From an optimization exercise on the open Yosys and OpenROAD flow, aimed at small area and a short achievable clock period; shortcuts taken in it are not production practice.
In this exercise RTL edits were held to simulation tests only and were not proved equivalent to the original.
Power figures rest on the tool's default switching activity, not on a simulated workload.

--- flow/run.sh ---
#!/bin/bash
# Layout: the standard flow (standard.sh: the standard synthesis and the
# ORFS steps, unchanged), except that
set -euo pipefail
bash standard.sh SETUP_SLACK_MARGIN=7.0 "BUFFER_PORTS_ARGS=-buffer_cell sky130_fd_sc_hd__buf_4" finish > run_standard.log 2>&1
--- standard.sh ---
#!/bin/bash
# synth_recipe.tcl (not shown) runs the flow's synth.tcl, then flattens the netlist and writes it again
# the make line also repeats each setting of config.mk as NAME=value (left out here)
make -C /OpenROAD-flow-scripts/flow DESIGN_CONFIG=/design/flow/config.mk WORK_HOME=/design/flow/orfs CLKGATE_MAP_FILE= SYNTH_SCRIPT=/design/flow/synth_recipe.tcl "${@:-finish}"
--- config.mk ---
export PLATFORM = sky130hd
export DESIGN_NAME = mcu_main
export DESIGN_NICKNAME = mcu_main
export VERILOG_FILES = /design/flow/design.v
export SDC_FILE = /design/flow/constraint.sdc
export NUM_CORES = 4
export LEC_CHECK = 0
export CAP_MARGIN = 30
export CORE_MARGIN = 2
export CORE_UTILIZATION = 40
export CTS_CLUSTER_DIAMETER = 150
export CTS_CLUSTER_SIZE = 25
export PLACE_DENSITY = 0.6
export SLEW_MARGIN = 20
export SYNTH_HIERARCHICAL = 1
--- constraint.sdc ---
create_clock -name core_clock -period 10.0 [get_ports {clk}]
set_input_delay 2.0000 -clock core_clock [delete_from_list [all_inputs] [get_ports {clk}]]
set_output_delay 2.0000 -clock core_clock [all_outputs]
set_load 0.01 [all_outputs]
--- design.v ---
`timescale 1ns / 1ps
module mcu_main(input clk, input reset,
                input [16:0] instr,      
                input [7:0] io_in,       
                output [7:0] pc,         
                output io_we,            
                output [7:0] io_addr,    
                output [7:0] io_data);   
localparam [3:0] OP_ADD = 4'd0, OP_SUB = 4'd1, OP_XOR = 4'd2, OP_OR  = 4'd3,
                 OP_AND = 4'd4, OP_PA  = 4'd5, OP_NOT = 4'd6, OP_SLE = 4'd7,
                 OP_SHL = 4'd8, OP_SHR = 4'd9, OP_MEM = 4'd10, OP_IN = 4'd11;
reg [7:0]  pc_reg;
reg [7:0]  pc1;       
reg [16:0] ir;        
reg        rw_e;      
reg [2:0]  da_e;
reg [1:0]  bs_e;
reg        mw_e;
reg        owe_e;
reg [3:0]  op_e;
reg [7:0]  a_e, b_e;
reg [7:0]  bra_e;         
reg [7:0]  md;            
reg [15:0] alo_n, ahi_n;  
reg        rw_w;
reg [2:0]  da_w;
reg [7:0]  res_w;
reg        rst_q;     
reg [7:0] r1, r2, r3, r4, r5, r6, r7;
reg [7:0] mem [0:255];
assign pc      = pc_reg;
assign io_we   = owe_e;
assign io_addr = a_e;
assign io_data = b_e;
wire [4:0] opc = ir[16:12];
wire [31:0] d = 32'd1 << opc;    
wire rw  = d[1] | d[2] | d[4] | d[6] | d[8] | d[9] | d[10] | d[12] | d[13] | d[14] |
           d[15] | d[17] | d[18] | d[20] | d[21];
wire ps  = d[19];
wire mw  = d[5] | d[16];
wire ma  = d[2];
wire mb  = d[2] | d[3] | d[4] | d[8] | d[9] | d[11] | d[19] | d[20] | d[21];
wire cs  = d[2] | d[3] | d[4] | d[9] | d[11] | d[19];
wire ua  = |d[21:4] | d[1];      
wire ub  = d[1] | d[5] | d[6] | d[10] | d[14] | d[15] | d[16];
wire owe = d[16];
wire [1:0] bs = {d[2] | d[3] | d[7] | d[19], d[2] | d[3] | d[11] | d[19]};
wire [3:0] op = ({4{d[4] | d[9] | d[15]}} & OP_ADD) | ({4{d[1]}}  & OP_SUB) |
                ({4{d[10]}} & OP_XOR) | ({4{d[20]}} & OP_OR)  | ({4{d[6]}}  & OP_AND) |
                ({4{d[17]}} & OP_NOT) | ({4{d[14]}} & OP_SLE) | ({4{d[8]}}  & OP_SHL) |
                ({4{d[21]}} & OP_SHR) | ({4{d[13]}} & OP_MEM) | ({4{d[18]}} & OP_IN)  |
                ({4{~(d[4] | d[9] | d[15] | d[1] | d[10] | d[20] | d[6] | d[17] | d[14] |
                     d[8] | d[21] | d[13] | d[18])}} & OP_PA);
wire memop = d[5] | d[13] | d[16];    
function [7:0] rdreg(input [2:0] a);
  if (rw_w && da_w == a)
    rdreg = res_w;
  else
    case (a)
      3'd1: rdreg = r1; 3'd2: rdreg = r2; 3'd3: rdreg = r3; 3'd4: rdreg = r4;
      3'd5: rdreg = r5; 3'd6: rdreg = r6; 3'd7: rdreg = r7; default: rdreg = 8'h00;
    endcase
endfunction
wire [7:0] kon    = {ir[5] & cs, ir[5] & cs, ir[5:0]};
wire [7:0] a_next = ma ? pc1 : rdreg(ir[8:6]);
wire [7:0] b_next = mb ? kon : rdreg(ir[5:3]);
wire haz = rw_e & ((ua & (ir[8:6] == da_e)) | (ub & (ir[5:3] == da_e)));
wire dhs = ~haz;
wire z      = (a_e == 8'h00);
wire t0     = bs_e[0] & (bs_e[1] | (ps ^ z));
wire taken  = t0 | bs_e[1];
wire [7:0] pc_inc = pc_reg + 8'h01;
wire [7:0] pc_next = ~taken ? pc_inc : (bs_e == 2'b10) ? a_e : bra_e;
wire g = dhs & ~taken;
wire [255:0] msel;    
wire [255:0] mwen;    
wire [7:0]   res;     
wire [7:0]   in_n;    
wire       sub = (op_e == OP_SUB) | (op_e == OP_SLE);
wire [8:0] sum = {1'b0, a_e} + {1'b0, b_e ^ {8{sub}}} + {8'h00, sub};
reg [7:0] f;
always @(*) begin
  case (op_e)
    OP_ADD: f = sum[7:0];
    OP_SUB: f = sum[7:0];
    OP_XOR: f = a_e ^ b_e;
    OP_OR:  f = a_e | b_e;
    OP_AND: f = a_e & b_e;
    OP_NOT: f = ~a_e;
    OP_SLE: f = {7'b0, ~sum[8] | (sum[7:0] == 8'h00)};
    OP_SHL: f = a_e << b_e[2:0];
    OP_SHR: f = a_e >> b_e[2:0];
    OP_MEM: f = 8'h00;
    OP_IN:  f = 8'h00;
    default: f = a_e;
  endcase
end
integer n;
always @(posedge clk) begin
  rst_q <= reset;
  if (~reset) begin
    pc_reg <= 8'h00;
    ir[16:12] <= 5'h00;
    rw_e <= 1'b0; bs_e <= 2'b00; mw_e <= 1'b0; owe_e <= 1'b0;
  end else begin
    if (dhs) begin
      pc_reg <= pc_next;
      ir[16:12] <= instr[16:12];
    end
    rw_e  <= rw & (ir[11:9] != 3'd0) & g;
    bs_e  <= bs & {2{g}};
    mw_e  <= mw & g;
    owe_e <= owe;
  end
  if (dhs) begin
    ir[11:0] <= instr[11:0];
    pc1 <= pc_inc;
  end
  da_e  <= ir[11:9];
  op_e  <= op;
  a_e   <= a_next;
  b_e   <= b_next;
  bra_e <= pc1 + kon;
  md    <= b_next & {8{reset}};
  for (n = 0; n < 16; n = n + 1) begin
    alo_n[n] <= ~((a_next[3:0] == n) & memop);
    ahi_n[n] <= (a_next[7:4] != n);
  end
  rw_w  <= rw_e;
  da_w  <= da_e;
  res_w <= res;
end
wire [7:0] wd = res_w & {8{rst_q}};
always @(posedge clk) begin
  if (~rst_q | (rw_w & da_w == 3'd1)) r1 <= wd;
  if (~rst_q | (rw_w & da_w == 3'd2)) r2 <= wd;
  if (~rst_q | (rw_w & da_w == 3'd3)) r3 <= wd;
  if (~rst_q | (rw_w & da_w == 3'd4)) r4 <= wd;
  if (~rst_q | (rw_w & da_w == 3'd5)) r5 <= wd;
  if (~rst_q | (rw_w & da_w == 3'd6)) r6 <= wd;
  if (~rst_q | (rw_w & da_w == 3'd7)) r7 <= wd;
end
wire [15:0] wlo_n = (alo_n | {16{~mw_e}}) & {16{rst_q}};
wire [15:0] whi_n = ahi_n & {16{rst_q}};
wire [255:0] mcol [0:7];
genvar i, j;
generate
  for (i = 0; i < 256; i = i + 1) begin : row
    assign msel[i] = ~(ahi_n[i / 16] | alo_n[i % 16]);
    assign mwen[i] = ~(whi_n[i / 16] | wlo_n[i % 16]);
    always @(posedge clk)
      if (mwen[i]) mem[i] <= md;
    for (j = 0; j < 8; j = j + 1) begin : col
      assign mcol[j][i] = mem[i][j];
    end
  end
  for (j = 0; j < 8; j = j + 1) begin : rd
    g_nand2 u_in (.a({io_in[j], op_e == OP_IN}), .y(in_n[j]));
    mem_rdbit u (.sel(msel), .d(mcol[j]), .oth_n(~f[j]), .in_n(in_n[j]), .y(res[j]));
  end
endgenerate
endmodule
module mem_rdbit(input [255:0] sel, input [255:0] d, input oth_n, input in_n, output y);
wire [85:0] yn;    
wire [21:0] h1;
wire [10:0] l2;
wire [2:0]  h3;
wire        l4;
genvar i;
generate
  for (i = 0; i < 85; i = i + 1) begin : g
    g_ao222n u (.s(sel[3*i+2:3*i]), .d(d[3*i+2:3*i]), .yn(yn[i]));
  end
  for (i = 0; i < 21; i = i + 1) begin : t1
    g_nand4 u (.a(yn[4*i+3:4*i]), .y(h1[i]));
  end
  for (i = 0; i < 11; i = i + 1) begin : t2
    g_nor2 u (.a(h1[2*i+1:2*i]), .y(l2[i]));
  end
endgenerate
g_nand2 u_last (.a({sel[255], d[255]}), .y(yn[85]));
g_nand2 u_t1   (.a(yn[85:84]), .y(h1[21]));
g_nand4 u_t3a  (.a(l2[3:0]), .y(h3[0]));
g_nand4 u_t3b  (.a(l2[7:4]), .y(h3[1]));
g_nand3 u_t3c  (.a(l2[10:8]), .y(h3[2]));
g_nor3  u_t4   (.a(h3), .y(l4));
g_nand3 u_out  (.a({l4, oth_n, in_n}), .y(y));
endmodule
module g_ao222n(input [2:0] s, input [2:0] d, output yn);
assign yn = ~|(s & d);
endmodule
module g_nand4(input [3:0] a, output y);
assign y = ~&a;
endmodule
module g_nand3(input [2:0] a, output y);
assign y = ~&a;
endmodule
module g_nand2(input [1:0] a, output y);
assign y = ~&a;
endmodule
module g_nor3(input [2:0] a, output y);
assign y = ~|a;
endmodule
module g_nor2(input [1:0] a, output y);
assign y = ~|a;
endmodule
==> flow_summary.json, run 1 <==
{
  "async_reset_ff_share_pct": 0,
  "nets": 4800,
  "grt_max_degree": 202,
  "synth_cell_types": 93,
  "fin_area_sq_mm": 0.0902,
  "setup_viol": 0,
  "via_count": 48514,
  "routabilityCongestion": 0.894,
  "min_path_cells": 0,
  "reg2reg_depth": 8,
  "r2r-end": "res_w[4]$_DFF_P_",
  "start_util_pct": 40.2,
  "post-place-ws_ns": 5.88,
  "timing.slew.headroom_pct": 29.1,
  "drt-vias-per-instance": 6.47,
  "rrSetupSlack_ns": 6.91,
  "synth_edf_count": 2124,
  "synth_top_area_share_pct": 77.8,
  "critical_path.top_delay_family": "flip-flops",
  "yosys-top-cells-count": "2124 x edfxtp_1, 680 x a222oi_1, 649 x nor2_1, 199 x nand4_1, 150 x clkbuf_1",
  "fp.dieH_microns": 457,
  "clock.fmax_mhz": 299,
  "postRouteAntennaNets": 0,
  "clk_pin_slew_worst_paths_ns": 0.11,
  "num_io_pins": 52,
  "gr-total-overflow": 0,
  "drive_above_1_share_pct": 10.3,
  "die_w_microns": 457,
  "worst_pin_slew_ns": 1.06,
  "startpoint": "a_e[7]$_DFF_P_",
  "tns_ns": 0,
  "dp_cells": 7264,
  "final-hold-violation-count": 0,
  "status": "timing/DRC/antenna clean",
  "crit_fanout": 2,
  "max_stage_delay_ns": 0.33,
  "drt_wl_total_microns": 239000,
  "antenna_found_initial": 8,
  "dp_hpwl_microns": 149000,
  "cp_num_cells": 2,
  "dpl-instance-area_sq_mm": 0.0860,
  "core-area_sq_mm": 0.204,
  "path_cells": "buf_6 -> buf_6",
  "fin_util_pct": 44.2,
  "syn_nets": 4686,
  "yosysTopAreaCell": "edfxtp_1",
  "drc": 0,
  "finalNonFillerCells": 7496,
  "slew_violations": 0,
  "min_period_ns": 3.34,
  "synthesis.area_sq_mm": 0.0820,
  "avgSynthCellArea_sq_um": 17.7,
  "crit_path_start_kind": "flop",
  "largest_register_ffs": 2048,
  "routedWlPerCell_microns": 31.8,
  "rows": 166,
  "yosys_warnings": 9,
  "power.leakage_uw": 0.0290,
  "grt_pass1_vias": 45812,
  "top_register": "mem",
  "ys_ff_latch": 2226,
  "cts_tree": "built",
  "ys_seq_area_share_pct": 80.3,
  "clkLatencyLatePin_ns": 0.77,
  "maxCapViolCount": 0,
  "crit_arrival_ns": 1.34,
  "min-delay-start": "rw_e$_SDFF_PN0_",
  "first_pass_iters": 10,
  "critPathBufInv": 2,
  "synth_ff_type": "edfxtp_1",
  "grt_pass1_wl_microns": 337000,
  "rsz0062_at_grt": "yes",
  "top_regs": "mem: 2048 flops, ir: 17 flops",
  "dieArea_sq_mm": 0.209,
  "area_growth_pct": 9.99,
  "worst_slack_ns": 6.66,
  "hold_buffers": 0,
  "cts_inserted_buffers": 99,
  "htreeDepth": 3,
  "dr.first_iter.drc_count": 9432,
  "r2r-start": "alo_n[11]$_DFF_P_",
  "cp_slowest_cell": "dfxtp_2",
  "end_kind": "output pin",
  "clock-skew-final_ns": 0.0334,
  "ys_top_cells_by_area": "edfxtp_1 78%, a222oi_1 8.3%, nor2_1 3.0%",
  "hold_path.class": "reg2reg",
  "ir_drop_uv": 141,
  "p_per_area_mw_per_mm2": 206,
  "period_share_pct": 33.4,
  "portBuffers": 51,
  "grtUsageTotal_pct": 22.0,
  "path_class": "reg2out",
  "cp.required_ns": 8.00,
  "root_buffer": "clkbuf_16",
  "whs_endpoint": "rw_w$_DFF_P_",
  "yosysMostFrequentCell": "edfxtp_1",
  "clock_path_buffers": 3,
  "syn_inst": 4625,
  "path_common_cell": "buf_6",
  "clock-sinks": 2226
}
worst max-delay path by stage:
stage / end / slack (ns)
floorplan: res_w[6]$_DFF_P_ / 7.03
global route: io_data[1] / 6.61
detailed placement: res_w[6]$_DFF_P_ / 5.88
finish: io_addr[7] / 6.66
CTS: io_data[1] / 6.62
global placement: res_w[5]$_DFF_P_ / 5.88
cell families after synthesis:
group / after synthesis / share of synthesized area [%]
AO/OA/AOI/OAI: 898 / 10.2
buffers and inverters: 233 / 1.14
multiplexers: 68 / 1.09
AND/OR/NAND/NOR: 1128 / 6.39
flip-flops: 2226 / 80.3
adder cells (fa/ha/maj): 35 / 0.549
XOR/XNOR: 37 / 0.395
cell usage in the layout (no fill, tap or decap), types with 8 or more instances in the layout:
cell type	count
edfxtp_1	2124
a222oi_1	680
nor2_1	627
nand4_1	199
buf_4	122
nand2_1	112
clkbuf_16	101
clkbuf_1	61
inv_1	52
o21ai_0	45
dfxtp_2	39
mux2i_1	38
dfxtp_4	36
buf_6	33
and2_1	32
nand3_1	30
ha_1	29
dfxtp_1	27
a21oi_1	25
xnor2_1	20
nor2_2	17
a21boi_4	16
buf_12	16
mux4_2	15
nor2b_1	14
o22ai_1	13
nor3_1	12
nand2b_1	11
o21ai_1	11
xor2_1	10
nor3_2	9
a221oi_1	9
buf_8	9
o211ai_1	8
a22oi_1	8
layer usage:
metal  wire (microns)  vias to the layer above  GRT usage [%]
li1                 -                    19930              -
met1            95700                    25244           31.5
met2           110000                     2955           34.2
met3            24700                      381           4.12
met4             8380                        4           6.93
met5               26                        -              0
stage by stage:
| stage | hold WS, ns | total power, uW |
|---|---|---|
| 2_1_floorplan | 0.349 | 12900 |
| 5_1_grt | 0.407 | 19100 |
| 3_3_place_gp | 0.372 | 13700 |
| 4_1_cts | 0.402 | 18500 |
| 6_report | 0.398 | 18600 |
| 3_5_place_dp | 0.380 | 13800 |
per-module statistics from Yosys (local to each module, per instance), a selection:
module	flops+latches	cell area (sq um)
g_ao222n	0	10.0
mcu_main	2226	73500
g_nor3	0	10.0
g_nor2	0	3.75
g_nand3	0	5.00
g_nand2	0	3.75
g_nand4	0	6.26
area by class of cell:
type,instances,area (sq um)
antenna,3,7.51
clock buffer,162,2760
clock inverter,5,93.8
fill,17507,114000
inverter,59,221
multi-input combinational,2166,15800
sequential,2226,66000
tap,2688,3360
timing repair buffer,187,1900
report_power, final:
group	total, uW	switching [uW]	internal [uW]
clock	4720	2800	1920
sequential	12000	521	11500
combinational	1870	1330	537
what timing repair did:
action	in CTS	in global routing
resized for setup	162	51
cloned	1	0
pin swaps	32	41
setup endpoints to repair	112	43
buffers inserted	43	13
==> inputs of run 2 (changes only) <==
--- a/config.mk
+++ b/config.mk
@@ -7,9 +7,9 @@
 export LEC_CHECK = 0
 export CAP_MARGIN = 30
 export CORE_MARGIN = 2
-export CORE_UTILIZATION = 40
+export CORE_UTILIZATION = 55
 export CTS_CLUSTER_DIAMETER = 150
 export CTS_CLUSTER_SIZE = 25
-export PLACE_DENSITY = 0.6
+export PLACE_DENSITY = 0.7
 export SLEW_MARGIN = 20
 export SYNTH_HIERARCHICAL = 1
==> flow_summary.json, run 2 <==
{
  "dpl-instance-area_sq_mm": 0.0850,
  "ys_ff_latch": 2226,
  "p_sw_uw": 4430,
  "via_count": 48655,
  "grt_pass1_wl_microns": 318000,
  "final_common_cell": "edfxtp_1",
  "combPwrFrac_pct": 9.5,
  "post-place-ws_ns": 6.21,
  "hold_buffers": 0,
  "top_register": "mem",
  "p_per_area_mw_per_mm2": 205,
  "crit_arrival_ns": 1.31,
  "die_w_microns": 390,
  "reg2reg_depth": 8,
  "switching_share_pct": 24.3,
  "area_growth_pct": 8.69,
  "routedWlPerCell_microns": 33.1,
  "avgSynthCellArea_sq_um": 17.7,
  "portBuffers": 51,
  "async_reset_ff_share_pct": 0,
  "rrSetupSlack_ns": 6.95,
  "fillCellCount": 10525,
  "wl_met1_microns": 80900,
  "endpoint": "io_addr[4]",
  "grt_pass1_vias": 45871,
  "period_share_pct": 33.1,
  "synthesis.area_sq_mm": 0.0820,
  "power.leakage_uw": 0.0290,
  "synth_edf_count": 2124,
  "dieArea_sq_mm": 0.152,
  "status": "timing/DRC/antenna clean",
  "clock-skew-final_ns": 0.0480,
  "yosys_warnings": 9,
  "clock-sinks": 2226,
  "clock_path_buffers": 3,
  "maxCapViolCount": 0,
  "dr.max_layer_used": "met5",
  "end_kind": "output pin",
  "drt_wl_total_microns": 223000,
  "tns_ns": 0,
  "worst_slack_ns": 6.69,
  "grtUsageTotal_pct": 28.7,
  "fp.dieH_microns": 390,
  "path_class": "reg2out",
  "antenna_found_initial": 12,
  "worst_pin_slew_ns": 1.08,
  "nets": 4806,
  "hold_path.class": "reg2reg",
  "clock.fmax_mhz": 302,
  "grt_max_degree": 185,
  "clk_pin_slew_worst_paths_ns": 0.10,
  "num_io_pins": 52,
  "fin_util_pct": 60.3,
  "setup_viol": 0,
  "drc": 0,
  "mostFrequentLayoutCells": "2124 x edfxtp_1, 680 x a222oi_1, 624 x nor2_1",
  "cts_inserted_buffers": 99,
  "htreeDepth": 3,
  "cp.required_ns": 8.00,
  "r2r-end": "res_w[6]$_DFF_P_",
  "routabilityCongestion": 0.907,
  "synth_cell_types": 93,
  "drt-vias-per-instance": 7.22,
  "largest_register_ffs": 2048,
  "yosysTopAreaCell": "edfxtp_1",
  "min_period_ns": 3.31,
  "r2r-start": "alo_n[14]$_DFF_P_",
  "power_frac_clock_pct": 25.4,
  "ir_drop_uv": 168,
  "dp_hpwl_microns": 137000,
  "top_regs": "mem: 2048 flops, ir: 17 flops",
  "clkLatencyLatePin_ns": 0.78,
  "core-area_sq_mm": 0.148,
  "ys_seq_area_share_pct": 80.3,
  "first_pass_iters": 9,
  "synth_ff_type": "edfxtp_1",
  "syn_inst": 4625,
  "startpoint": "a_e[4]$_DFF_P_",
  "yosys-top-cells-count": "2124 x edfxtp_1, 680 x a222oi_1, 649 x nor2_1, 199 x nand4_1, 150 x clkbuf_1",
  "wl_met3_microns": 29100,
  "postRouteAntennaNets": 0,
  "intPower_uw": 13800,
  "crit_path_start_kind": "flop",
  "slew_violations": 0,
  "syn_nets": 4686,
  "p_total_uw": 18300,
  "start_util_pct": 55.5,
  "rows": 141,
  "gr-total-overflow": 0,
  "synth_top_area_share_pct": 77.8,
  "cts_tree": "built",
  "final-hold-violation-count": 0,
  "fin_area_sq_mm": 0.0891,
  "ys_top_cells_by_area": "edfxtp_1 78%, a222oi_1 8.3%, nor2_1 3.0%",
  "rsz0062_at_grt": "yes",
  "yosysMostFrequentCell": "edfxtp_1",
  "crit_fanout": 2,
  "timing.slew.headroom_pct": 28.2,
  "wl_met2_microns": 104000,
  "drive_above_1_share_pct": 10.4,
  "root_buffer": "clkbuf_16",
  "dr.first_iter.drc_count": 9740,
  "power_frac_seq_pct": 65.1
}
==> run 2: timing repair <==
action / 4_1_cts / 5_1_grt
pin swaps: 18 / 42
setup buffers: 42 / 20
setup endpoints to repair: 138 / 49
gates resized for setup: 159 / 42
==> run 2: per-module statistics from Yosys, one instance, submodules excluded, a selection <==
module,times used,flops+latches,area (sq um),cells inside
g_ao222n,680,0,10.0,1
g_nand2,24,0,3.75,1
g_nand3,16,0,5.00,1
g_nand4,184,0,6.26,1
g_nor2,88,0,3.75,1
g_nor3,8,0,10.0,1
mcu_main,1,2226,73500,3625
==> run 2: layer usage <==
metal  up-vias  global-route usage (%)
met4        10                    10.0
li1      19956                       -
met2      3516                    44.9
met3       452                    6.30
met1     24721                    40.4
met5         -                       0
==> run 2: cell families (layout without fill, tap and decap cells) <==
group,count (synthesis),after routing,share of synthesized area (%)
flip-flops,2226,2226,80.3
AND/OR/NAND/NOR,1128,1128,6.39
AO/OA/AOI/OAI,898,898,10.2
buffers and inverters,233,418,1.14
multiplexers,68,68,1.09
XOR/XNOR,37,37,0.395
adder cells (fa/ha/maj),35,35,0.549
other,0,3,0
==> run 2: how the worst min path moves through the flow <==
stage / from / to / slack [ns] / cells after the start
floorplan: rw_e$_SDFF_PN0_ / rw_w$_DFF_P_ / 0.35 / 0
finish: ir[10]$_DFFE_PN_ / da_e[1]$_DFF_P_ / 0.40 / 0
global placement: ir[10]$_DFFE_PN_ / da_e[1]$_DFF_P_ / 0.38 / 0
detailed placement: ir[10]$_DFFE_PN_ / da_e[1]$_DFF_P_ / 0.37 / 0
global route: ir[10]$_DFFE_PN_ / da_e[1]$_DFF_P_ / 0.42 / 0
CTS: rw_e$_SDFF_PN0_ / rw_w$_DFF_P_ / 0.40 / 0
==> run 2: critical path, cell delays in order (launching register included) <==
cell	delay [ns]
dfxtp_2	0.33
buf_6	0.12
buf_6	0.11
==> run 2: layout make-up <==
class	count	area, sq um	area share, %
sequential	2226	66000	74.1
inverter	59	221	0.248
tap	1930	2410	2.71
timing repair buffer	193	1940	2.17
multi-input combinational	2166	15700	17.6
clock buffer	160	2750	3.08
antenna	3	7.51	0.00842
clock inverter	6	86.3	0.0969
==> run 2: per-stage QoR <==
stage | instances | hold WS (ns)
floorplan | 4625 | 0.349
global placement | 6500 | 0.380
detailed placement | 6506 | 0.368
CTS | 6714 | 0.399
global route | 6740 | 0.416
finish | 6743 | 0.402
==> run 2: power by group through the flow <==
stage | Clock (uW) | Combinational (uW) | Sequential, uW
4_1_cts | 4670 | 1640 | 11900
5_1_grt | 4970 | 1860 | 12000
3_5_place_dp | 0 | 1530 | 12100
3_3_place_gp | 0 | 1470 | 12100
2_1_floorplan | 0 | 821 | 12000
6_report | 4630 | 1740 | 11900
==> inputs of run 3 (changes only) <==
--- a/config.mk
+++ b/config.mk
@@ -7,9 +7,9 @@
 export LEC_CHECK = 0
 export CAP_MARGIN = 30
 export CORE_MARGIN = 2
-export CORE_UTILIZATION = 55
+export CORE_UTILIZATION = 65
 export CTS_CLUSTER_DIAMETER = 150
 export CTS_CLUSTER_SIZE = 25
-export PLACE_DENSITY = 0.7
+export PLACE_DENSITY = 0.78
 export SLEW_MARGIN = 20
 export SYNTH_HIERARCHICAL = 1
==> flow_summary.json, run 3 <==
{
  "clk_pin_slew_worst_paths_ns": 0.10,
  "rrSetupSlack_ns": 6.88,
  "routedWlPerCell_microns": 34.9,
  "power_frac_seq_pct": 64.8,
  "first_pass_iters": 17,
  "cts_inserted_buffers": 99,
  "crit_arrival_ns": 1.34,
  "top_regs": "mem: 2048 flops, ir: 17 flops",
  "drc": 0,
  "whs_endpoint": "rw_w$_DFF_P_",
  "cp.required_ns": 8.00,
  "drt-vias-per-instance": 7.67,
  "ys_ff_latch": 2226,
  "yosys_warnings": 9,
  "combPwrFrac_pct": 10.1,
  "path_class": "reg2out",
  "crit_path_start_kind": "flop",
  "min_path_cells": 0,
  "syn_nets": 4686,
  "dpl-instance-area_sq_mm": 0.0845,
  "htreeDepth": 3,
  "antenna_found_initial": 9,
  "rsz0062_at_grt": "yes",
  "root_buffer": "clkbuf_16",
  "synth_edf_count": 2124,
  "grtUsageTotal_pct": 34.4,
  "rows": 130,
  "ir_drop_uv": 194,
  "clock-skew-final_ns": 0.0299,
  "fin_util_pct": 70.9,
  "grt_pass1_vias": 46554,
  "final-hold-violation-count": 0,
  "clock-sinks": 2226,
  "core-area_sq_mm": 0.125,
  "r2r-end": "res_w[1]$_DFF_P_",
  "worst_pin_slew_ns": 1.06,
  "clock.fmax_mhz": 299,
  "end_kind": "output pin",
  "p_per_area_mw_per_mm2": 207,
  "num_io_pins": 52,
  "power_frac_clock_pct": 25.1,
  "portBuffers": 51,
  "die_w_microns": 359,
  "clock_path_buffers": 3,
  "intPower_uw": 13900,
  "switching_share_pct": 24.5,
  "ys_top_cells_by_area": "edfxtp_1 78%, a222oi_1 8.3%, nor2_1 3.0%",
  "gr-total-overflow": 0,
  "status": "timing/DRC/antenna clean",
  "synth_ff_type": "edfxtp_1",
  "drt_wl_total_microns": 226000,
  "hold_ws_ns": 0.395,
  "dp_hpwl_microns": 137000,
  "final_common_cell": "edfxtp_1",
  "setup_viol": 0,
  "dr.first_iter.drc_count": 10913,
  "via_count": 49554,
  "grt_max_degree": 199,
  "dieArea_sq_mm": 0.129,
  "clkLatencyLatePin_ns": 0.74,
  "slew_violations": 0,
  "timing.slew.headroom_pct": 29.4,
  "routabilityCongestion": 0.940,
  "synth_top_area_share_pct": 77.8,
  "yosys-top-cells-count": "2124 x edfxtp_1, 680 x a222oi_1, 649 x nor2_1, 199 x nand4_1, 150 x clkbuf_1",
  "cts_tree": "built",
  "start_util_pct": 65.4,
  "r2r-start": "alo_n[2]$_DFF_P_",
  "synth_cell_types": 93,
  "mostFrequentLayoutCells": "2124 x edfxtp_1, 680 x a222oi_1, 634 x nor2_1",
  "grt_pass1_wl_microns": 322000,
  "syn_inst": 4625,
  "yosysMostFrequentCell": "edfxtp_1",
  "reg2reg_depth": 8,
  "avgSynthCellArea_sq_um": 17.7,
  "postRouteAntennaNets": 0,
  "fin_area_sq_mm": 0.0889,
  "maxCapViolCount": 0,
  "crit_fanout": 2,
  "area_growth_pct": 8.38,
  "p_sw_uw": 4520,
  "drive_above_1_share_pct": 10.3,
  "nets": 4803,
  "hold_buffers": 0,
  "hold_path.class": "reg2reg",
  "period_share_pct": 33.4,
  "ys_seq_area_share_pct": 80.3,
  "largest_register_ffs": 2048,
  "power.leakage_uw": 0.0290,
  "async_reset_ff_share_pct": 0,
  "top_register": "mem",
  "synthesis.area_sq_mm": 0.0820,
  "tns_ns": 0,
  "fp.dieH_microns": 359,
  "yosysTopAreaCell": "edfxtp_1",
  "min_period_ns": 3.34,
  "min-delay-start": "rw_e$_SDFF_PN0_"
}
## run 3: cell counts after synthesis
Identical to the previous run, type by type.
## run 3: cell type report
type                            count  area (sq um)
Antenna cell                        3          7.51
Clock buffer                      162          2760
Clock inverter                      5          91.3
Fill cell                        7491         36500
Inverter                           59           221
Multi-Input combinational cell   2166         15700
Sequential cell                  2226         66000
Tap cell                         1650          2060
Timing Repair Buffer              190          1970
## run 3: routing by layer
metal / GRT usage, % / part of all wire, %
met1: 47.1 / 33
met2: 52.8 / 46
met3: 8.30 / 15
met4: 16.2 / 5.8
met5: 0 / 0.026
## run 3: worst max-delay path by stage
stage                        to             from
3_5_place_dp   res_w[0]$_DFF_P_  op_e[1]$_DFF_P_
2_1_floorplan  res_w[6]$_DFF_P_  op_e[0]$_DFF_P_
5_1_grt              io_data[1]   b_e[1]$_DFF_P_
6_report             io_data[1]   b_e[1]$_DFF_P_
4_1_cts              io_data[1]   b_e[1]$_DFF_P_
3_3_place_gp   res_w[2]$_DFF_P_  op_e[1]$_DFF_P_
## run 3: per-module statistics from Yosys, one instance, submodules excluded, excerpt
module | times used | cells inside | area, sq um | flops+latches
g_nand3 | 16 | 1 | 5.00 | 0
mcu_main | 1 | 3625 | 73500 | 2226
g_nor3 | 8 | 1 | 10.0 | 0
g_nand4 | 184 | 1 | 6.26 | 0
g_nand2 | 24 | 1 | 3.75 | 0
g_nor2 | 88 | 1 | 3.75 | 0
g_ao222n | 680 | 1 | 10.0 | 0
## run 3: stage by stage
stage | instances | total power, uW | setup slack (ns)
after global placement | 6213 | 13600 | 5.95
after CTS | 6429 | 18200 | 6.64
after global routing | 6458 | 18900 | 6.63
after detailed placement | 6217 | 13700 | 6.08
after floorplan | 4625 | 12900 | 7.03
final | 6461 | 18400 | 6.66
## run 3: cell families (layout without fill, tap and decap cells)
family | Yosys count | after routing | synth area share, %
flip-flops | 2226 | 2226 | 80.3
AND/OR/NAND/NOR | 1128 | 1128 | 6.39
AO/OA/AOI/OAI | 898 | 898 | 10.2
buffers and inverters | 233 | 416 | 1.14
multiplexers | 68 | 68 | 1.09
XOR/XNOR | 37 | 37 | 0.395
adder cells (fa/ha/maj) | 35 | 35 | 0.549
other | 0 | 3 | 0
## run 3: worst max-delay path: stages (launching register included)
cell	delay (ns)
dfxtp_4	0.37
buf_12	0.12
buf_6	0.11
## run 3: power by group through the flow
stage	Combinational, uW	Clock (uW)	Sequential (uW)
5_1_grt	1950	4930	12000
2_1_floorplan	821	0	12000
3_3_place_gp	1440	0	12200
6_report	1850	4630	11900
3_5_place_dp	1490	0	12200
4_1_cts	1660	4620	11900
## run 3: repair_timing
| action | in CTS | in global routing |
|---|---|---|
| setup endpoints to repair | 131 | 105 |
| resized for setup | 144 | 48 |
| cloned | 2 | 0 |
| pin swaps | 13 | 37 |
| setup buffers | 43 | 24 |
==> inputs of run 4 (changes only) <==
--- a/design.v
+++ b/design.v
@@ -12,6 +12,7 @@
 reg [7:0]  pc_reg;
 reg [7:0]  pc1;       
 reg [16:0] ir;        
+reg [7:0]  pc2;       
 reg        rw_e;      
 reg [2:0]  da_e;
 reg [1:0]  bs_e;
@@ -19,7 +20,7 @@
 reg        owe_e;
 reg [3:0]  op_e;
 reg [7:0]  a_e, b_e;
-reg [7:0]  bra_e;         
+reg [7:0]  a_out, b_out;  
 reg [7:0]  md;            
 reg [15:0] alo_n, ahi_n;  
 reg        rw_w;
@@ -30,8 +31,8 @@
 reg [7:0] mem [0:255];
 assign pc      = pc_reg;
 assign io_we   = owe_e;
-assign io_addr = a_e;
-assign io_data = b_e;
+assign io_addr = a_out;
+assign io_data = b_out;
 wire [4:0] opc = ir[16:12];
 wire [31:0] d = 32'd1 << opc;    
 wire rw  = d[1] | d[2] | d[4] | d[6] | d[8] | d[9] | d[10] | d[12] | d[13] | d[14] |
@@ -69,8 +70,9 @@
 wire z      = (a_e == 8'h00);
 wire t0     = bs_e[0] & (bs_e[1] | (ps ^ z));
 wire taken  = t0 | bs_e[1];
+wire [7:0] bra    = pc2 + b_e;
 wire [7:0] pc_inc = pc_reg + 8'h01;
-wire [7:0] pc_next = ~taken ? pc_inc : (bs_e == 2'b10) ? a_e : bra_e;
+wire [7:0] pc_next = ~taken ? pc_inc : (bs_e == 2'b10) ? a_e : bra;
 wire g = dhs & ~taken;
 wire [255:0] msel;    
 wire [255:0] mwen;    
@@ -115,13 +117,15 @@
   if (dhs) begin
     ir[11:0] <= instr[11:0];
     pc1 <= pc_inc;
+    pc2 <= pc1;
   end
   da_e  <= ir[11:9];
   op_e  <= op;
   a_e   <= a_next;
   b_e   <= b_next;
-  bra_e <= pc1 + kon;
   md    <= b_next & {8{reset}};
+  a_out <= a_next & {8{owe}};
+  b_out <= b_next & {8{owe}};
   for (n = 0; n < 16; n = n + 1) begin
     alo_n[n] <= ~((a_next[3:0] == n) & memop);
     ahi_n[n] <= (a_next[7:4] != n);
--- a/config.mk
+++ b/config.mk
@@ -7,9 +7,9 @@
 export LEC_CHECK = 0
 export CAP_MARGIN = 30
 export CORE_MARGIN = 2
-export CORE_UTILIZATION = 65
+export CORE_UTILIZATION = 50
 export CTS_CLUSTER_DIAMETER = 150
 export CTS_CLUSTER_SIZE = 25
-export PLACE_DENSITY = 0.78
+export PLACE_DENSITY = 0.65
 export SLEW_MARGIN = 20
 export SYNTH_HIERARCHICAL = 1
==> flow_summary.json, run 4 <==
{
  "status": "timing/DRC/antenna clean",
  "top_register": "mem",
  "grt_max_degree": 170,
  "final_common_cell": "edfxtp_1",
  "power.leakage_uw": 0.0291,
  "cp_slowest_cell": "dfxtp_4",
  "drive_above_1_share_pct": 9.94,
  "synth_top_area_share_pct": 77.5,
  "end_kind": "output pin",
  "postRouteAntennaNets": 0,
  "rows": 149,
  "cp.required_ns": 8.00,
  "avgSynthCellArea_sq_um": 17.6,
  "crit_path_start_kind": "flop",
  "clock-sinks": 2242,
  "tns_ns": 0,
  "max_stage_delay_ns": 0.38,
  "worst_slack_ns": 6.73,
  "first_pass_iters": 9,
  "async_reset_ff_share_pct": 0,
  "routabilityCongestion": 0.921,
  "die_w_microns": 411,
  "dieArea_sq_mm": 0.169,
  "fin_util_pct": 54.7,
  "critPathBufInv": 1,
  "dp_hpwl_microns": 140000,
  "htreeDepth": 3,
  "syn_inst": 4704,
  "core-area_sq_mm": 0.165,
  "fp.dieH_microns": 411,
  "drc": 0,
  "clock.fmax_mhz": 306,
  "clock-skew-final_ns": 0.0481,
  "grt_pass1_vias": 45598,
  "period_share_pct": 32.7,
  "area_growth_pct": 8.88,
  "min_period_ns": 3.27,
  "timing.slew.headroom_pct": 33.3,
  "fillCellCount": 12636,
  "antenna_found_initial": 8,
  "synth_ff_type": "edfxtp_1",
  "yosys_warnings": 9,
  "via_count": 48848,
  "post-place-ws_ns": 6.25,
  "synth_cell_types": 83,
  "ys_seq_area_share_pct": 80.1,
  "worst_pin_slew_ns": 1.00,
  "maxCapViolCount": 0,
  "slew_violations": 0,
  "num_io_pins": 52,
  "synth_edf_count": 2132,
  "ys_top_cells_by_area": "edfxtp_1 77%, a222oi_1 8.2%, nor2_1 3.0%",
  "drt_wl_total_microns": 230000,
  "routedWlPerCell_microns": 32.5,
  "clkLatencyLatePin_ns": 0.80,
  "path_cells": "buf_6",
  "hold_path.class": "reg2reg",
  "yosysMostFrequentCell": "edfxtp_1",
  "synthesis.area_sq_mm": 0.0826,
  "clock_path_buffers": 3,
  "grtUsageTotal_pct": 26.6,
  "gr-total-overflow": 0,
  "crit_fanout": 2,
  "root_buffer": "clkbuf_16",
  "critical_path.top_delay_family": "flip-flops",
  "mostFrequentLayoutCells": "2132 x edfxtp_1, 681 x a222oi_1, 651 x nor2_1",
  "cts_tree": "built",
  "cts_inserted_buffers": 99,
  "dr.first_iter.drc_count": 9817,
  "grt_pass1_wl_microns": 324000,
  "portBuffers": 51,
  "drt-vias-per-instance": 6.92,
  "largest_register_ffs": 2048,
  "yosys-top-cells-count": "2132 x edfxtp_1, 681 x a222oi_1, 665 x nor2_1, 210 x nand4_1, 148 x clkbuf_1",
  "top_regs": "mem: 2048 flops, ir: 17 flops",
  "clk_pin_slew_worst_paths_ns": 0.11,
  "crit_arrival_ns": 1.27,
  "hold_buffers": 0,
  "setup_viol": 0,
  "ir_drop_uv": 145,
  "start_util_pct": 50.2,
  "final-hold-violation-count": 0,
  "p_per_area_mw_per_mm2": 202,
  "nets": 4867,
  "path_class": "reg2out",
  "syn_nets": 4765,
  "rsz0062_at_grt": "yes",
  "ys_ff_latch": 2242,
  "yosysTopAreaCell": "edfxtp_1"
}
run 4: cell count changes after synthesis, sizes merged, moves of 8 or more:
cell / previous run / this run
nand4: 200 / 210
buf: 24 / 36
a21oi: 32 / 49
o22ai: 19 / 10
nor2b: 15 / 26
edfxtp: 2124 / 2132
nor2: 649 / 665
mux2i: 39 / 31
nor4: 11 / 3
nand2: 112 / 97
dfxtp: 102 / 110
a22o: 3 / 11
a211oi: 9 / 18
run 4: path summary, 6_finish.rpt:
kind,startpoint,end,slack (ns),cells past startpoint
setup / recovery,pc_reg[5]$_SDFFE_PN0N_,pc[5],6.73,1
hold / removal,rw_e$_SDFF_PN0_,rw_w$_DFF_P_,0.39,0
setup reg to reg,ahi_n[15]$_DFF_P_,res_w[7]$_DFF_P_,6.97,7
hold reg to reg,rw_e$_SDFF_PN0_,rw_w$_DFF_P_,0.39,0
run 4: cell families after synthesis:
| group | after synthesis | share of synthesized area (%) |
|---|---|---|
| flops | 2242 | 80.1 |
| fa+ha+maj | 35 | 0.545 |
| simple gates | 1146 | 6.38 |
| xor+xnor | 33 | 0.350 |
| compound gates | 942 | 10.4 |
| buf+inv | 247 | 1.19 |
| mux | 59 | 0.987 |
run 4: per-layer routing:
| metal | global-route usage, % | routed length (microns) | vias up |
|---|---|---|---|
| met5 | 0 | 31 | - |
| met4 | 8.72 | 7740 | 6 |
| met3 | 4.93 | 27900 | 354 |
| met2 | 41.3 | 107000 | 3240 |
| met1 | 38.2 | 87400 | 25041 |
| li1 | - | - | 20207 |
run 4: final cells by class:
cell class / count / area (sq um) / area share, %
Inverter: 63 / 269 / 0.299
Antenna cell: 1 / 2.50 / 0.00278
Tap cell: 2189 / 2740 / 3.04
Sequential cell: 2242 / 66400 / 73.8
Timing Repair Buffer: 185 / 1910 / 2.12
Clock buffer: 156 / 2690 / 2.99
Multi-Input combinational cell: 2215 / 15800 / 17.6
Clock inverter: 9 / 131 / 0.146
run 4: per-stage QoR:
step / hold slack (ns) / cell area [sq um] / total power (uW) / cells
3_3_place_gp: 0.366 / 85800 / 13500 / 6829
2_1_floorplan: 0.348 / 82700 / 12800 / 4704
4_1_cts: 0.382 / 89300 / 18200 / 7024
5_1_grt: 0.394 / 90000 / 18700 / 7059
3_5_place_dp: 0.368 / 85900 / 13600 / 6837
6_report: 0.387 / 90000 / 18200 / 7060
run 4: what timing repair did:
action                                 in CTS  in global routing
cloned                                      0                  1
setup endpoints to repair                 198                 57
pin swaps                                  12                 35
endpoints found under the hold margin       0                  0
resized for setup                         135                 65
setup buffers                              22                 29
run 4: power by group:
group	internal [uW]	total (uW)	switching (uW)
Combinational	434	1630	1200
Clock	1880	4680	2800
Sequential	11400	11900	446
run 4: Yosys stat by module, one instance, submodules excluded, excerpt:
module	flip-flops and latches	area (sq um)	cells
g_nor2	0	3.75	1
g_nand3	0	5.00	1
g_nand4	0	6.26	1
mcu_main	2242	74100	3704
g_nor3	0	10.0	1
g_nand2	0	3.75	1
g_ao222n	0	10.0	1
==> inputs of run 5 (changes only) <==
==> flow/run.sh (replaced) <==
#!/bin/bash
# Layout: the standard flow (standard.sh: the standard synthesis and the
# ORFS steps, unchanged), except that
set -euo pipefail
bash standard.sh SETUP_SLACK_MARGIN=7.15 "BUFFER_PORTS_ARGS=-buffer_cell sky130_fd_sc_hd__buf_4" finish > run_standard.log 2>&1
--- a/config.mk
+++ b/config.mk
@@ -7,9 +7,9 @@
 export LEC_CHECK = 0
 export CAP_MARGIN = 30
 export CORE_MARGIN = 2
-export CORE_UTILIZATION = 50
+export CORE_UTILIZATION = 55
 export CTS_CLUSTER_DIAMETER = 150
 export CTS_CLUSTER_SIZE = 25
-export PLACE_DENSITY = 0.65
+export PLACE_DENSITY = 0.7
 export SLEW_MARGIN = 20
 export SYNTH_HIERARCHICAL = 1
==> flow_summary.json, run 5 <==
{
  "worst_pin_slew_ns": 1.21,
  "finalNonFillerCells": 6928,
  "crit_fanout": 2,
  "path_cells": "buf_6",
  "drive_above_1_share_pct": 11.5,
  "yosysMostFrequentCell": "edfxtp_1",
  "crit_arrival_ns": 1.23,
  "maxCapViolCount": 0,
  "routabilityCongestion": 0.914,
  "core-area_sq_mm": 0.149,
  "area_growth_pct": 9.43,
  "start_util_pct": 55.3,
  "grtUsageTotal_pct": 29.3,
  "hold_path.class": "reg2reg",
  "final-hold-violation-count": 0,
  "syn_nets": 4765,
  "clock-skew-final_ns": 0.0756,
  "htreeDepth": 3,
  "setup_viol": 0,
  "drt_wl_total_microns": 231000,
  "ir_drop_uv": 175,
  "clock-sinks": 2242,
  "synth_top_area_share_pct": 77.5,
  "grt_pass1_vias": 46164,
  "r2r-end": "res_w[7]$_DFF_P_",
  "tns_ns": 0,
  "min_period_ns": 3.23,
  "grt_pass1_wl_microns": 326000,
  "antenna_found_initial": 5,
  "yosysTopAreaCell": "edfxtp_1",
  "cp_slowest_cell": "dfxtp_4",
  "drc": 0,
  "ys_top_cells_by_area": "edfxtp_1 77%, a222oi_1 8.2%, nor2_1 3.0%",
  "period_share_pct": 32.3,
  "cts_inserted_buffers": 99,
  "mostFrequentLayoutCells": "2132 x edfxtp_1, 681 x a222oi_1, 606 x nor2_1",
  "synth_ff_type": "edfxtp_1",
  "postRouteAntennaNets": 0,
  "p_per_area_mw_per_mm2": 203,
  "end_kind": "output pin",
  "largest_register_ffs": 2048,
  "die_w_microns": 392,
  "top_regs": "mem: 2048 flops, ir: 17 flops",
  "grt_max_degree": 212,
  "power.leakage_uw": 0.0294,
  "yosys-top-cells-count": "2132 x edfxtp_1, 681 x a222oi_1, 665 x nor2_1, 210 x nand4_1, 148 x clkbuf_1",
  "fin_util_pct": 60.5,
  "gr-total-overflow": 0,
  "ys_seq_area_share_pct": 80.1,
  "cp.required_ns": 8.00,
  "crit_path_start_kind": "flop",
  "clock.fmax_mhz": 309,
  "max_stage_delay_ns": 0.37,
  "rsz0062_at_grt": "yes",
  "whs_endpoint": "da_w[2]$_DFF_P_",
  "dp_hpwl_microns": 139000,
  "yosys_warnings": 9,
  "clock_path_buffers": 3,
  "portBuffers": 51,
  "drt-vias-per-instance": 7.18,
  "dr.first_iter.drc_count": 10206,
  "clkLatencyLatePin_ns": 0.80,
  "status": "timing/DRC/antenna clean",
  "root_buffer": "clkbuf_16",
  "rrSetupSlack_ns": 7.00,
  "rows": 142,
  "fp.dieH_microns": 392,
  "dieArea_sq_mm": 0.153,
  "synth_cell_types": 83,
  "min-delay-start": "da_e[2]$_DFF_P_",
  "hold_buffers": 0,
  "syn_inst": 4704,
  "num_io_pins": 52,
  "timing.slew.headroom_pct": 19.4,
  "synth_edf_count": 2132,
  "avgSynthCellArea_sq_um": 17.6,
  "top_register": "mem",
  "reg2reg_depth": 8,
  "clk_pin_slew_worst_paths_ns": 0.10,
  "critical_path.top_delay_family": "flip-flops",
  "nets": 4896,
  "first_pass_iters": 11,
  "min_path_cells": 0,
  "ys_ff_latch": 2242,
  "via_count": 49746,
  "slew_violations": 0,
  "path_class": "reg2out",
  "r2r-start": "alo_n[1]$_DFF_P_",
  "routedWlPerCell_microns": 33.4,
  "cts_tree": "built",
  "async_reset_ff_share_pct": 0,
  "synthesis.area_sq_mm": 0.0826,
  "dp_cells": 6654,
  "final_common_cell": "edfxtp_1",
  "critPathBufInv": 1
}
[run 5: kinds of logic after synthesis]
| kind of cell | Yosys count | synth area share, % |
|---|---|---|
| flops | 2242 | 80.1 |
| mux | 59 | 0.987 |
| compound gates | 942 | 10.4 |
| simple gates | 1146 | 6.38 |
| xor+xnor | 33 | 0.350 |
| buf+inv | 247 | 1.19 |
| fa+ha+maj | 35 | 0.545 |
[run 5: through the flow]
step                area [sq um]  total power [uW]  setup WS [ns]  hold WS, ns
floorplan                  82700             12800           7.19        0.348
global placement           85600             13600           6.14        0.382
detailed placement         85600             13600           6.24        0.365
CTS                        89500             18200           6.72        0.397
global route               90400             18900           6.72        0.413
finish                     90400             18400           6.77        0.394
[run 5: per-layer routing]
| layer | vias up | GRT usage [%] | wire length [microns] |
|---|---|---|---|
| met3 | 456 | 5.66 | 30800 |
| met5 | - | 0 | 27 |
| met4 | 4 | 9.58 | 9560 |
| met2 | 3833 | 46.0 | 107000 |
| met1 | 25169 | 41.7 | 83600 |
| li1 | 20284 | - | - |
[run 5: power by group]
group / total, uW / internal [uW] / leakage [uW] / switching [uW]
Combinational: 1750 / 493 / 0.00633 / 1250
Clock: 4720 / 1910 / 0.00138 / 2800
Sequential: 11900 / 11400 / 0.0217 / 457
Total: 18400 / 13900 / 0.0294 / 4510
[run 5: modules after synthesis, one instance, submodules excluded, excerpt]
module    cell area, sq um  times used  flops+latches  cells
mcu_main             74100           1           2242   3704
g_ao222n              10.0         680              0      1
g_nor3                10.0           8              0      1
g_nand4               6.26         184              0      1
g_nand3               5.00          16              0      1
g_nand2               3.75          24              0      1
g_nor2                3.75          88              0      1
[run 5: layout make-up]
type                    instances  area (sq um)
flip-flops and latches       2242         66400
fillers                     10488         59000
multi-input cells            2215         16100
clock buffers                 169          2750
well taps                    2016          2520
repair buffers                214          2250
inverters                      63           265
clock inverters                 8           160
diodes                          1          2.50
[run 5: worst max path at each step]
| stage | endpoint | from | cells after the start |
|---|---|---|---|
| final | pc[0] | pc_reg[0]$_SDFFE_PN0N_ | 1 |
| after global routing | pc[6] | pc_reg[6]$_SDFFE_PN0N_ | 1 |
| after CTS | pc[0] | pc_reg[0]$_SDFFE_PN0N_ | 1 |
| after detailed placement | res_w[3]$_DFF_P_ | op_e[1]$_DFF_P_ | 11 |
| after global placement | res_w[5]$_DFF_P_ | op_e[1]$_DFF_P_ | 11 |
| after floorplan | res_w[5]$_DFF_P_ | op_e[1]$_DFF_P_ | 13 |
[run 5: what timing repair did]
action                                  4_1_cts  5_1_grt
endpoints found under the setup margin      680       56
resized for setup                           187      101
pin swaps                                    49       87
cloned                                        0        5
setup buffers                                40       46
hold endpoints to repair                      0        0

## re-timing with driven ports
No port has a modelled driver above. Below, the same layouts with a new extraction and two added sets of constraints.
Step 1, drivers: a clkbuf_16 drives clk and a buf_2 each remaining input, both assumed.
Step 2, shift: input delay + t, output delay - t, t = (earliest + latest rising clock arrival at the registers) / 2. This alone moves slack from input paths to output paths.
Slacks: ideal / step 1 / step 2; pairs: ideal / step 1.
run | t, ns | setup WS [ns] | worst setup path at the end | slew at the worst register clock pin (ns)
run 1 | 0.845 | 6.657 / 6.563 / 6.898 | input to register | 0.12 / 0.12
run 2 | 0.838 | 6.693 / 6.612 / 6.953 | register to register | 0.10 / 0.10
run 3 | 0.811 | 6.661 / 6.580 / 6.880 | register to register | 0.11 / 0.11
run 4 | 0.865 | 6.734 / 6.642 / 6.728 | input to register | 0.12 / 0.12
run 5 | 0.844 | 6.766 / 6.683 / 6.708 | input to register | 0.10 / 0.10
After both steps setup and hold are still met in every run listed. The setup slack of run 5, which loses most, moves by -0.083 ns with the drivers and by -0.058 ns with both steps.
